Background: an optimization exercise with open tools, aiming at small area, a short achievable clock period and few clock cycles. Do not read the settings as production practice. In this exercise RTL edits were held to simulation tests only and were not proved equivalent to the original. No activity file was given, so power comes from the tool's default toggle rates.

## JK
Design cpu, start of the top module:
module cpu (clk, reset, mem_rdata, mem_addr, mem_wr, mem_wdata);
export LEC_CHECK = 0
export CAP_MARGIN = 60
export CELL_PAD_IN_SITES_DETAIL_PLACEMENT = 1
export CELL_PAD_IN_SITES_GLOBAL_PLACEMENT = 2
export CORE_MARGIN = 2
export CORE_UTILIZATION = 45
export PLACE_DENSITY = 0.6
export SLEW_MARGIN = 60
create_clock -name core_clock -period 17.0 [get_ports {clk}]
standard.sh (not shown) runs the stock make flow with config.mk's settings and CLKGATE_MAP_FILE= SYNTH_SCRIPT=/design/flow/synth_recipe.tcl, a recipe that flattens the netlist after the stock synthesis.
==> flow/flow/run.sh <==
#!/bin/bash
# The standard layout (standard.sh, unchanged synthesis and steps), with
# ORFS's timing repair asked to leave a setup margin below the 17 ns clock
# and the port buffers made with buf_4 cells.  Every port still gets its
# buffer; the clock period and the constraints are the design's.
export SETUP_SLACK_MARGIN=12.3
export BUFFER_PORTS_ARGS="-buffer_cell sky130_fd_sc_hd__buf_4"
bash standard.sh > standard_flow.log 2>&1
Testbench counts of JK, summed over its fixed seeds: cycles 75,195.
What MS does differently from JK at the input level:
Settings: PLACE_DENSITY changed from 0.6 to 0.62; CTS_CLUSTER_DIAMETER newly set to 80; CTS_CLUSTER_SIZE newly set to 25; CORE_UTILIZATION changed from 45 to 50; SLEW_MARGIN changed from 60 to 20; CAP_MARGIN changed from 60 to 20.
-- flow/flow/run.sh --
<<< JK, line 6
export SETUP_SLACK_MARGIN=12.3
>>> MS, line 6
export SETUP_SLACK_MARGIN=12.4
==> run notes <==
MS finished all stages; however, its layout fails the closing checks, the failures being capacitance limit, slew limit.
JK consumes more power than MS.
Summary of the comparison: clock-buffer cell count is lower in MS, relative to JK.
On worst slack at placement, JK beats MS.
Fmax on MS is behind JK.
Wire length the detailed router placed on met1 sits lower in MS than in JK.
The higher sequential share of layout area came out of MS.

Starting RTL as in the previous note.
==> flow/config.mk <==
export PLATFORM = sky130hd
export DESIGN_NAME = cpu
export DESIGN_NICKNAME = cpu
export VERILOG_FILES = /design/flow/design.v
export SDC_FILE = /design/flow/constraint.sdc
export NUM_CORES = 4
export LEC_CHECK = 0
export CAP_MARGIN = 60
export CELL_PAD_IN_SITES_DETAIL_PLACEMENT = 1
export CELL_PAD_IN_SITES_GLOBAL_PLACEMENT = 2
export CORE_MARGIN = 2
export CORE_UTILIZATION = 45
export CTS_CLUSTER_DIAMETER = 60
export CTS_CLUSTER_SIZE = 20
export PLACE_DENSITY = 0.6
export SLEW_MARGIN = 60
==> flow/constraint.sdc <==
create_clock -name core_clock -period 17.0 [get_ports {clk}]
set_input_delay 3.4000 -clock core_clock [delete_from_list [all_inputs] [get_ports {clk}]]
set_output_delay 3.4000 -clock core_clock [all_outputs]
set_load 0.01 [all_outputs]
==> flow/flow/run.sh <==
#!/bin/bash
# The standard layout (standard.sh, unchanged synthesis and steps), with
# ORFS's timing repair asked to leave a setup margin below the 17 ns clock
# and the port buffers made with buf_4 cells.  Every port still gets its
# buffer; the clock period and the constraints are the design's.
export SETUP_SLACK_MARGIN=12.3
export BUFFER_PORTS_ARGS="-buffer_cell sky130_fd_sc_hd__buf_4"
bash standard.sh > standard_flow.log 2>&1
The first run passed the timing, DRC and antenna checks.
Testbench counts at the start, summed over its fixed seeds: cycles 75,195.
Edit:
- CAP_MARGIN: 60 -> 20
- CTS_CLUSTER_DIAMETER: 60 -> 80
- CTS_CLUSTER_SIZE: 20 -> 25
- SLEW_MARGIN: 60 -> 20
Synthesized area does not change.
Register-to-register slack degrades by 0.07 ns.
Combinational power is lower by about 5%.
Non-clock buffer count went down by 121.
Worst hold slack gains 0.0051 ns.
Flip-flop and latch count is unchanged.
Wire length is lower by about 0.5%.
Via count went down by about 1.1%.
Setup slack is worse by 0.071 ns.
Edit:
==> flow/flow/run.sh (replaced) <==
#!/bin/bash
# The standard layout (standard.sh, unchanged synthesis and steps), with
# ORFS's timing repair asked to leave a setup margin below the 17 ns clock.
# The clock period and the constraints are the design's.
export SETUP_SLACK_MARGIN=12.0
bash standard.sh > standard_flow.log 2>&1
- CAP_MARGIN: 20 -> 60
- CTS_CLUSTER_DIAMETER: 80 -> default
- CTS_CLUSTER_SIZE: 25 -> default
- SLEW_MARGIN: 20 -> 60
Outcome: Total power went up by about a fifth; clock skew went down by 0.0032 ns; worst setup slack got worse by 0.10 ns; sequential share of layout area went down by 0.88 points.
Edit:
==> flow/flow/run.sh (replaced) <==
#!/bin/bash
# The standard layout (standard.sh, unchanged synthesis and steps), with
# ORFS's timing repair asked to leave a setup margin below the 17 ns clock
# and the port buffers made with buf_4 cells.  Every port still gets its
# buffer; the clock period and the constraints are the design's.
export SETUP_SLACK_MARGIN=12.3
export BUFFER_PORTS_ARGS="-buffer_cell sky130_fd_sc_hd__buf_4"
bash standard.sh > standard_flow.log 2>&1
- CTS_CLUSTER_DIAMETER: default -> 80
- CTS_CLUSTER_SIZE: default -> 25
Result:
- The new run passed the timing, DRC and antenna checks
- hold slack is better by 0.0048 ns
- wire length decreases by 0.65%
- design area hardly moves
- sequential share of layout area is about the same

[what the ideal ports hide]
Ports are ideal in the flow. The routed layouts listed here were re-timed in OpenROAD. Step 1 assumes that a clkbuf_16 drives the clock port and a buf_2 every other input. Step 2 moves the port delays by t, midway between the first and last clock arrival at a register: inputs arrive t later, outputs are due t later. That takes back most of the time a late clock gives input paths. Three values: no drivers, after step 1, after step 2; two values: the first two.
| run | t, ns | slack for setup (ns) | hold WS [ns] | worst setup path after step 2 | worst data-port slew with drivers (ns) |
|---|---|---|---|---|---|
| JK | 0.984 | 12.048 / 11.985 / 11.109 | 0.328 / 0.328 / 0.328 | input to register | 0.08 |
| MS | 0.953 | 11.924 / 11.924 / 11.201 | 0.342 / 0.342 / 0.342 | input to register | 0.09 |
| the first run of note 2 | 0.982 | 12.025 / 11.999 / 11.092 | 0.329 / 0.329 / 0.329 | input to register | 0.08 |
| the second run of note 2 | 0.975 | 11.954 / 11.954 / 11.143 | 0.334 / 0.334 / 0.334 | input to register | 0.08 |
| the third run of note 2 | 1.000 | 11.851 / 11.851 / 11.036 | 0.330 / 0.330 / 0.330 | input to register | 0.05 |
| the fourth run of note 2 | 0.984 | 12.000 / 11.983 / 11.147 | 0.335 / 0.335 / 0.335 | input to register | 0.08 |
For JK, which loses most, drivers alone change the setup slack by -0.063 ns; drivers and shift together by -0.939 ns.
